From an optimization exercise on the open Yosys and OpenROAD flow, aimed at small area, a short achievable clock period and few clock cycles per item; shortcuts taken in it are not production practice.
Only simulation tests tie the RTL to the original design; equivalence was not proved.
No driver is modelled on the clock port, so clocking that relies on it looks cheaper here than on a real chip.

==> inputs of willow <==
==> flow/design.v <==
module Splitmix (
  input  wire [63 : 0] seed,
  output wire [63 : 0] next_state,
  output wire [63 : 0] value
);
parameter val1 = 64'h9e3779b97f4a7c15; 
parameter val2 = 64'hbf58476d1ce4e5b9;
parameter val3 = 64'h94d049bb133111eb; 
wire [63 : 0] a;
wire [63 : 0] b;
wire [63 : 0] c;
assign a   = seed + val1;
assign b   = (a ^ (a >> 30)) * val2;
assign c   = (b ^ (b >> 27)) * val3;
assign value = (c ^ (c >> 31));
assign next_state = a;
endmodule
module Xsr (
  input  wire        clk,
  input  wire        rst,
  input  wire [63:0] seed,
  input  wire        gen,
  output wire        ready,
  output wire        valid,
  output wire [63:0] out
);
reg [63:0] s0, s1, s2, s3, o;
reg        busy, rdy, v;
reg        nv;    
reg [5:0]  cnt;   
reg [1:0]  wi;    
wire h_gsh0 = (cnt == 6'd0) | (cnt == 6'd1) | (cnt == 6'd2) | (cnt == 6'd4) | (cnt == 6'd7) | (cnt == 6'd9) | (cnt == 6'd11) | (cnt == 6'd14) | (cnt == 6'd15) | (cnt == 6'd17) | (cnt == 6'd18) | (cnt == 6'd20) | (cnt == 6'd23) | (cnt == 6'd24) | (cnt == 6'd25) | (cnt == 6'd26) | (cnt == 6'd27) | (cnt == 6'd28) | (cnt == 6'd35) | (cnt == 6'd37) | (cnt == 6'd47) | (cnt == 6'd48);
wire h_gsh1 = (cnt == 6'd0) | (cnt == 6'd1) | (cnt == 6'd2) | (cnt == 6'd3) | (cnt == 6'd10) | (cnt == 6'd26) | (cnt == 6'd27) | (cnt == 6'd33) | (cnt == 6'd38) | (cnt == 6'd40) | (cnt == 6'd45) | (cnt == 6'd46);
wire h_nz = (cnt == 6'd2) | (cnt == 6'd4) | (cnt == 6'd5) | (cnt == 6'd6) | (cnt == 6'd8) | (cnt == 6'd9) | (cnt == 6'd10) | (cnt == 6'd11) | (cnt == 6'd12) | (cnt == 6'd13) | (cnt == 6'd14) | (cnt == 6'd15) | (cnt == 6'd16) | (cnt == 6'd17) | (cnt == 6'd18) | (cnt == 6'd19) | (cnt == 6'd20) | (cnt == 6'd21) | (cnt == 6'd22) | (cnt == 6'd23) | (cnt == 6'd24) | (cnt == 6'd25) | (cnt == 6'd27) | (cnt == 6'd28) | (cnt == 6'd29) | (cnt == 6'd30) | (cnt == 6'd31) | (cnt == 6'd32) | (cnt == 6'd34) | (cnt == 6'd35) | (cnt == 6'd36) | (cnt == 6'd37) | (cnt == 6'd38) | (cnt == 6'd39) | (cnt == 6'd40) | (cnt == 6'd41) | (cnt == 6'd42) | (cnt == 6'd43) | (cnt == 6'd44) | (cnt == 6'd45) | (cnt == 6'd46) | (cnt == 6'd47) | (cnt == 6'd49) | (cnt == 6'd50) | (cnt == 6'd51);
wire h_neg = (cnt == 6'd2) | (cnt == 6'd4) | (cnt == 6'd5) | (cnt == 6'd6) | (cnt == 6'd10) | (cnt == 6'd11) | (cnt == 6'd12) | (cnt == 6'd15) | (cnt == 6'd17) | (cnt == 6'd20) | (cnt == 6'd22) | (cnt == 6'd23) | (cnt == 6'd24) | (cnt == 6'd27) | (cnt == 6'd31) | (cnt == 6'd37) | (cnt == 6'd38) | (cnt == 6'd39) | (cnt == 6'd42) | (cnt == 6'd44) | (cnt == 6'd49) | (cnt == 6'd50) | (cnt == 6'd51);
reg [63:0] kg;
always @* begin
  case (wi)
    2'd0: kg = 64'hdaa66d2c7ddf743f;
    2'd1: kg = 64'h9e3779b97f4a7c15;
    2'd2: kg = 64'h78dde6e5fd29f054;
    2'd3: kg = 64'h3c6ef372fe94f82a;
  endcase
end
wire c_init  = busy & (cnt == 6'd63);           
wire c_add   = busy & (cnt == 6'd0);            
wire c_xs30  = busy & (cnt == 6'd1);            
wire c_mid   = busy & (cnt == 6'd26);           
wire c_end   = busy & (cnt == 6'd52);           
wire c_x1    = busy & (cnt == 6'd53);           
wire c_x2    = busy & (cnt == 6'd54);           
wire c_zero  = c_init | c_end | c_x1 | c_x2;    
wire horner  = busy & ~c_add & ~c_zero;
wire [1:0] gsh = (c_zero | c_add) ? 2'd3 : {h_gsh1, h_gsh0};
wire nz  = horner & h_nz | c_add;
wire neg = horner & h_neg;
wire last = (c_end & wi[1]) | (c_x1 & (wi == 2'd1)) | (c_x2 & (wi == 2'd0));
wire step = ~nv;
wire e0 = step | c_x1;
wire e2 = step | c_x2;
wire c0 = c_init | c_x2;
wire c2 = c_init;
wire [63:0] n2  = s2 ^ s0;
wire [63:0] n3  = s3 ^ s1;
wire [63:0] s0n = (s0 & {64{~c0}}) ^ ({64{e0}} & n3);
wire [63:0] s1n = s1 ^ ({64{step}} & n2);
wire [63:0] s2n = (s2 & {64{~c2}}) ^ ({64{e2}} & (s0 ^ {s1[46:0], 17'b0}));
wire [63:0] s3n = step ? {n3[18:0], n3[63:19]} : s3;
wire [63:0] x5;
add_bk a1 (.a(s1n), .b({s1n[61:0], 2'b0}), .s(x5));
wire [63:0] r = {x5[56:0], x5[63:57]};
reg  [63:0] a2;
always @* begin
  if (!busy) a2 = r;
  else case (gsh)
    2'd0: a2 = {o[61:0], 1'b0, neg};
    2'd1: a2 = {o[60:0], 2'b0, neg};
    2'd2: a2 = {o[59:0], 3'b0, neg};
    default: a2 = c_add ? kg : {63'b0, neg};
  endcase
end
wire [63:0] b2 = busy ? ((s1 ^ {64{neg}}) & {64{nz}}) : {r[60:0], 3'b0};
wire [63:0] y;
add_bk a2a (.a(a2), .b(b2), .s(y));
wire [63:0] w = o ^ (c_xs30 ? (o >> 30) : c_mid ? (o >> 27) : (o >> 31));
wire ld3    = (c_add & (wi == 2'd0)) | (c_end & (wi == 2'd2));
wire ld1    = c_xs30 | c_mid | c_x1 | (c_end & (wi != 2'd2));
wire ldseed = c_init | c_x2 | (c_end & (wi == 2'd2)) | (c_x1 & (wi == 2'd1));
assign ready = rdy;
assign valid = v;
assign out   = o;
always @(posedge clk) begin
  o <= y;
  if (rst) begin
    busy <= 1'b1;
    rdy <= 1'b0;
    cnt <= 6'd63;
    wi <= 2'd0;
    v <= 1'b0;
    nv <= 1'b1;
  end else begin
    v <= gen & rdy;
    nv <= ~(gen & rdy);
    if (busy) begin
      if (last) begin
        cnt <= 6'd0;
        wi <= wi + 2'd1;
        if (wi == 2'd3) begin
          busy <= 1'b0;
          rdy <= 1'b1;
        end
      end else begin
        cnt <= cnt + 6'd1;
      end
    end
  end
  s0 <= s0n;
  s2 <= s2n;
  s3 <= ld3 ? w : s3n;
  s1 <= ldseed ? seed : ld1 ? w : s1n;
end
endmodule
module add_bk #(parameter N = 64) (input [N-1:0] a, input [N-1:0] b, output [N-1:0] s);
  wire [N-1:0] p0 = a ^ b;
  wire [N-1:0] g0 = a & b;
  reg  [N-1:0] G, P;
  integer i, d;
  always @* begin
    G = g0; P = p0;
    for (d = 1; d < N; d = d * 2)
      for (i = 2*d-1; i < N; i = i + 2*d) begin
        G[i] = G[i] | (P[i] & G[i-d]);
        P[i] = P[i] & P[i-d];
      end
    for (d = N/4; d >= 1; d = d / 2)
      for (i = 3*d-1; i < N; i = i + 2*d) begin
        G[i] = G[i] | (P[i] & G[i-d]);
        P[i] = P[i] & P[i-d];
      end
  end
  assign s = p0 ^ {G[N-2:0], 1'b0};
endmodule
==> flow/flow/run.sh <==
#!/bin/bash
# Standard synthesis and layout; the only change is the port buffer cell
# (buf_2 instead of the default clkdlybuf4s50_1). Each step's output goes to
# its own log here.
set -euo pipefail
bash standard.sh synth > synth.log 2>&1
bash standard.sh "BUFFER_PORTS_ARGS=-buffer_cell sky130_fd_sc_hd__buf_2" finish > layout.log 2>&1
==> flow/standard.sh <==
#!/bin/bash
# synth_recipe.tcl (not shown) runs the flow's synth.tcl, then flattens the netlist and writes it again
# the make line also repeats each setting of config.mk as NAME=value (left out here)
make -C /OpenROAD-flow-scripts/flow DESIGN_CONFIG=/design/flow/config.mk WORK_HOME=/design/flow/orfs CLKGATE_MAP_FILE= SYNTH_SCRIPT=/design/flow/synth_recipe.tcl "${@:-finish}"
==> flow/config.mk <==
export PLATFORM = sky130hd
export DESIGN_NAME = Xsr
export DESIGN_NICKNAME = Xsr
export VERILOG_FILES = /design/flow/design.v
export SDC_FILE = /design/flow/constraint.sdc
export NUM_CORES = 4
export LEC_CHECK = 0
export CAP_MARGIN = 20
export CORE_MARGIN = 2
export CORE_UTILIZATION = 40
export CTS_BUF_LIST = sky130_fd_sc_hd__clkbuf_16
export CTS_CLUSTER_DIAMETER = 200
export CTS_CLUSTER_SIZE = 16
export SLEW_MARGIN = 20
==> flow/constraint.sdc <==
create_clock -name core_clock -period 50.0 [get_ports {clk}]
set_input_delay 10.0000 -clock core_clock [delete_from_list [all_inputs] [get_ports {clk}]]
set_output_delay 10.0000 -clock core_clock [all_outputs]
set_load 0.01 [all_outputs]
==> quartz: changes against willow <==
--- a/flow/design.v
+++ b/flow/design.v
@@ -31,6 +31,6 @@
 reg [1:0]  wi;    
-wire h_gsh0 = (cnt == 6'd0) | (cnt == 6'd1) | (cnt == 6'd2) | (cnt == 6'd4) | (cnt == 6'd7) | (cnt == 6'd9) | (cnt == 6'd11) | (cnt == 6'd14) | (cnt == 6'd15) | (cnt == 6'd17) | (cnt == 6'd18) | (cnt == 6'd20) | (cnt == 6'd23) | (cnt == 6'd24) | (cnt == 6'd25) | (cnt == 6'd26) | (cnt == 6'd27) | (cnt == 6'd28) | (cnt == 6'd35) | (cnt == 6'd37) | (cnt == 6'd47) | (cnt == 6'd48);
-wire h_gsh1 = (cnt == 6'd0) | (cnt == 6'd1) | (cnt == 6'd2) | (cnt == 6'd3) | (cnt == 6'd10) | (cnt == 6'd26) | (cnt == 6'd27) | (cnt == 6'd33) | (cnt == 6'd38) | (cnt == 6'd40) | (cnt == 6'd45) | (cnt == 6'd46);
-wire h_nz = (cnt == 6'd2) | (cnt == 6'd4) | (cnt == 6'd5) | (cnt == 6'd6) | (cnt == 6'd8) | (cnt == 6'd9) | (cnt == 6'd10) | (cnt == 6'd11) | (cnt == 6'd12) | (cnt == 6'd13) | (cnt == 6'd14) | (cnt == 6'd15) | (cnt == 6'd16) | (cnt == 6'd17) | (cnt == 6'd18) | (cnt == 6'd19) | (cnt == 6'd20) | (cnt == 6'd21) | (cnt == 6'd22) | (cnt == 6'd23) | (cnt == 6'd24) | (cnt == 6'd25) | (cnt == 6'd27) | (cnt == 6'd28) | (cnt == 6'd29) | (cnt == 6'd30) | (cnt == 6'd31) | (cnt == 6'd32) | (cnt == 6'd34) | (cnt == 6'd35) | (cnt == 6'd36) | (cnt == 6'd37) | (cnt == 6'd38) | (cnt == 6'd39) | (cnt == 6'd40) | (cnt == 6'd41) | (cnt == 6'd42) | (cnt == 6'd43) | (cnt == 6'd44) | (cnt == 6'd45) | (cnt == 6'd46) | (cnt == 6'd47) | (cnt == 6'd49) | (cnt == 6'd50) | (cnt == 6'd51);
-wire h_neg = (cnt == 6'd2) | (cnt == 6'd4) | (cnt == 6'd5) | (cnt == 6'd6) | (cnt == 6'd10) | (cnt == 6'd11) | (cnt == 6'd12) | (cnt == 6'd15) | (cnt == 6'd17) | (cnt == 6'd20) | (cnt == 6'd22) | (cnt == 6'd23) | (cnt == 6'd24) | (cnt == 6'd27) | (cnt == 6'd31) | (cnt == 6'd37) | (cnt == 6'd38) | (cnt == 6'd39) | (cnt == 6'd42) | (cnt == 6'd44) | (cnt == 6'd49) | (cnt == 6'd50) | (cnt == 6'd51);
+wire h_gsh0 = (cnt == 6'd0) | (cnt == 6'd1) | (cnt == 6'd3) | (cnt == 6'd6) | (cnt == 6'd8) | (cnt == 6'd10) | (cnt == 6'd13) | (cnt == 6'd14) | (cnt == 6'd16) | (cnt == 6'd17) | (cnt == 6'd19) | (cnt == 6'd22) | (cnt == 6'd23) | (cnt == 6'd24) | (cnt == 6'd25) | (cnt == 6'd26) | (cnt == 6'd33) | (cnt == 6'd35) | (cnt == 6'd45) | (cnt == 6'd46);
+wire h_gsh1 = (cnt == 6'd0) | (cnt == 6'd1) | (cnt == 6'd2) | (cnt == 6'd9) | (cnt == 6'd25) | (cnt == 6'd31) | (cnt == 6'd36) | (cnt == 6'd38) | (cnt == 6'd43) | (cnt == 6'd44);
+wire h_nz = (cnt == 6'd1) | (cnt == 6'd3) | (cnt == 6'd4) | (cnt == 6'd5) | (cnt == 6'd7) | (cnt == 6'd8) | (cnt == 6'd9) | (cnt == 6'd10) | (cnt == 6'd11) | (cnt == 6'd12) | (cnt == 6'd13) | (cnt == 6'd14) | (cnt == 6'd15) | (cnt == 6'd16) | (cnt == 6'd17) | (cnt == 6'd18) | (cnt == 6'd19) | (cnt == 6'd20) | (cnt == 6'd21) | (cnt == 6'd22) | (cnt == 6'd23) | (cnt == 6'd24) | (cnt == 6'd25) | (cnt == 6'd26) | (cnt == 6'd27) | (cnt == 6'd28) | (cnt == 6'd29) | (cnt == 6'd30) | (cnt == 6'd32) | (cnt == 6'd33) | (cnt == 6'd34) | (cnt == 6'd35) | (cnt == 6'd36) | (cnt == 6'd37) | (cnt == 6'd38) | (cnt == 6'd39) | (cnt == 6'd40) | (cnt == 6'd41) | (cnt == 6'd42) | (cnt == 6'd43) | (cnt == 6'd44) | (cnt == 6'd45) | (cnt == 6'd47) | (cnt == 6'd48) | (cnt == 6'd49);
+wire h_neg = (cnt == 6'd1) | (cnt == 6'd3) | (cnt == 6'd4) | (cnt == 6'd5) | (cnt == 6'd9) | (cnt == 6'd10) | (cnt == 6'd11) | (cnt == 6'd14) | (cnt == 6'd16) | (cnt == 6'd19) | (cnt == 6'd21) | (cnt == 6'd22) | (cnt == 6'd23) | (cnt == 6'd25) | (cnt == 6'd29) | (cnt == 6'd35) | (cnt == 6'd36) | (cnt == 6'd37) | (cnt == 6'd40) | (cnt == 6'd42) | (cnt == 6'd47) | (cnt == 6'd48) | (cnt == 6'd49);
 reg [63:0] kg;
@@ -46,8 +46,7 @@
 wire c_add   = busy & (cnt == 6'd0);            
-wire c_xs30  = busy & (cnt == 6'd1);            
-wire c_mid   = busy & (cnt == 6'd26);           
-wire c_end   = busy & (cnt == 6'd52);           
-wire c_x1    = busy & (cnt == 6'd53);           
-wire c_x2    = busy & (cnt == 6'd54);           
-wire c_zero  = c_init | c_end | c_x1 | c_x2;    
+wire c_mid   = busy & (cnt == 6'd24);           
+wire c_end   = busy & (cnt == 6'd49);           
+wire c_x1    = busy & (cnt == 6'd50);           
+wire c_x2    = busy & (cnt == 6'd51);           
+wire c_zero  = c_init | c_x1 | c_x2;            
 wire horner  = busy & ~c_add & ~c_zero;
@@ -84,5 +83,5 @@
 add_bk a2a (.a(a2), .b(b2), .s(y));
-wire [63:0] w = o ^ (c_xs30 ? (o >> 30) : c_mid ? (o >> 27) : (o >> 31));
-wire ld3    = (c_add & (wi == 2'd0)) | (c_end & (wi == 2'd2));
-wire ld1    = c_xs30 | c_mid | c_x1 | (c_end & (wi != 2'd2));
+wire [63:0] w = y ^ (c_add ? (y >> 30) : c_mid ? (y >> 27) : (y >> 31));
+wire ld3    = c_init | (c_end & (wi == 2'd2));
+wire ld1    = c_add | c_mid | c_x1 | (c_end & (wi != 2'd2));
 wire ldseed = c_init | c_x2 | (c_end & (wi == 2'd2)) | (c_x1 & (wi == 2'd1));
==> flow/flow/run.sh (replaced) <==
#!/bin/bash
# Standard synthesis and layout with two changes: port buffers use buf_2
# instead of the default clkdlybuf4s50_1, and after clock tree synthesis one
# extra repair_timing pass (flow/tune.tcl) resizes the few paths, mostly
# register-to-output, whose delay stands out above the rest. Each step logs
# to its own file here.
set -euo pipefail
BP="BUFFER_PORTS_ARGS=-buffer_cell sky130_fd_sc_hd__buf_2"
bash standard.sh synth > synth.log 2>&1
bash standard.sh "$BP" cts > place_cts.log 2>&1
TUNE_MARGIN=38.8 openroad -no_init -exit flow/tune.tcl > tune.log 2>&1
bash standard.sh "$BP" finish > route_finish.log 2>&1
==> flow/flow/tune.tcl (new file) <==
# Extra setup repair after CTS, aimed at the register-to-output paths.
set res orfs/results/$::env(FLOW_PLATFORM)/Xsr/base
set plat $::env(FLOW_HOME)/platforms/$::env(FLOW_PLATFORM)
read_liberty $plat/lib/sky130_fd_sc_hd__tt_025C_1v80.lib
read_db $res/4_cts.odb
read_sdc $res/4_cts.sdc
source $plat/setRC.tcl
set_propagated_clock [all_clocks]
estimate_parasitics -placement
report_checks -to [all_outputs] -format end
report_worst_slack
repair_timing -setup -setup_margin $::env(TUNE_MARGIN) -skip_last_gasp -verbose
detailed_placement
check_placement -verbose
estimate_parasitics -placement
report_checks -to [all_outputs] -format end
report_worst_slack
write_db $res/4_cts.odb
--- a/flow/config.mk
+++ b/flow/config.mk
@@ -7,2 +7,3 @@
 export LEC_CHECK = 0
+export ABC_AREA = 1
 export CAP_MARGIN = 20
==> sierra: changes against willow <==
--- a/flow/design.v
+++ b/flow/design.v
@@ -28,3 +28,2 @@
 reg        busy, rdy, v;
-reg        nv;    
 reg [5:0]  cnt;   
@@ -57,5 +56,4 @@
 wire last = (c_end & wi[1]) | (c_x1 & (wi == 2'd1)) | (c_x2 & (wi == 2'd0));
-wire step = ~nv;
-wire e0 = step | c_x1;
-wire e2 = step | c_x2;
+wire e0 = v | c_x1;
+wire e2 = v | c_x2;
 wire c0 = c_init | c_x2;
@@ -65,5 +63,5 @@
 wire [63:0] s0n = (s0 & {64{~c0}}) ^ ({64{e0}} & n3);
-wire [63:0] s1n = s1 ^ ({64{step}} & n2);
+wire [63:0] s1n = s1 ^ ({64{v}} & n2);
 wire [63:0] s2n = (s2 & {64{~c2}}) ^ ({64{e2}} & (s0 ^ {s1[46:0], 17'b0}));
-wire [63:0] s3n = step ? {n3[18:0], n3[63:19]} : s3;
+wire [63:0] s3n = v ? {n3[18:0], n3[63:19]} : s3;
 wire [63:0] x5;
@@ -99,6 +97,4 @@
     v <= 1'b0;
-    nv <= 1'b1;
   end else begin
     v <= gen & rdy;
-    nv <= ~(gen & rdy);
     if (busy) begin
--- a/flow/config.mk
+++ b/flow/config.mk
@@ -10,5 +10,2 @@
 export CORE_UTILIZATION = 40
-export CTS_BUF_LIST = sky130_fd_sc_hd__clkbuf_16
-export CTS_CLUSTER_DIAMETER = 200
-export CTS_CLUSTER_SIZE = 16
 export SLEW_MARGIN = 20
==> run summary <==
- Count of clock-buffer cells in the layout is the same in quartz and willow.
- Of sierra and quartz, quartz has the higher worst hold slack (gap 0.014 ns).
- The highest via count belongs to quartz, the lowest to willow.
- Against willow, the worst setup slack of quartz is better by 0.32 ns.
==> figures <==
item                                                                 sierra         willow         quartz
CTS clk-pin slew, worst paths                                       0.06 ns        0.09 ns        0.09 ns
Reg-to-reg startpoint                                          v$_SDFF_PP0_  nv$_SDFF_PP1_  nv$_SDFF_PP1_
Delay of the slowest cell on the worst path                         0.65 ns        0.62 ns        0.40 ns
# diodes                                                                  0              2              1
Routed length per placed instance                                   26.6 um        27.0 um        23.9 um
Post-synthesis share of cell area spent on xor and xnor gates         0.193          0.196          0.165
Initial standard-cell utilization of the core                         0.404          0.405          0.402
Net total in the final layout                                         3,154          3,109          3,472
Final critical-path required period                                11.45 ns       11.46 ns       11.15 ns
Status                                     no timing/DRC/antenna violations  no timing/DRC/antenna violations  no timing/DRC/antenna violations
Testbench counts of willow, summed over its fixed seeds: cycles 9,928, items 8,192.
Testbench counts of quartz, summed over its fixed seeds: cycles 9,832, items 8,192.
Testbench counts of sierra, summed over its fixed seeds: cycles 9,928, items 8,192.

-- separate check: timing with driven ports --
The results above use ideal ports. As a check the final layouts listed here were re-extracted and re-timed, cells and wires unchanged.
Step 1, drivers: a clkbuf_16 drives clk and a buf_2 each remaining input, both assumed.
Step 2 moves the port delays by t, midway between the first and last clock arrival at a register: inputs arrive t later, outputs are due t later. That takes back most of the time a late clock gives input paths.
a / b / c = ideal ports / drivers / drivers and shift; a / b = the first two.
run	t, ns	slack for setup (ns)	worst hold slack (ns)	worst register clock-pin slew, ns	cell pins on the clock port's net
willow	0.633	38.539 / 38.479 / 39.113	0.481 / 0.481 / 0.481	0.09 / 0.09	1
quartz	0.639	38.855 / 38.792 / 39.300	0.465 / 0.465 / 0.465	0.10 / 0.10	1
sierra	0.632	38.548 / 38.489 / 39.121	0.451 / 0.451 / 0.451	0.06 / 0.06	1
After both steps every run listed still meets setup and hold.
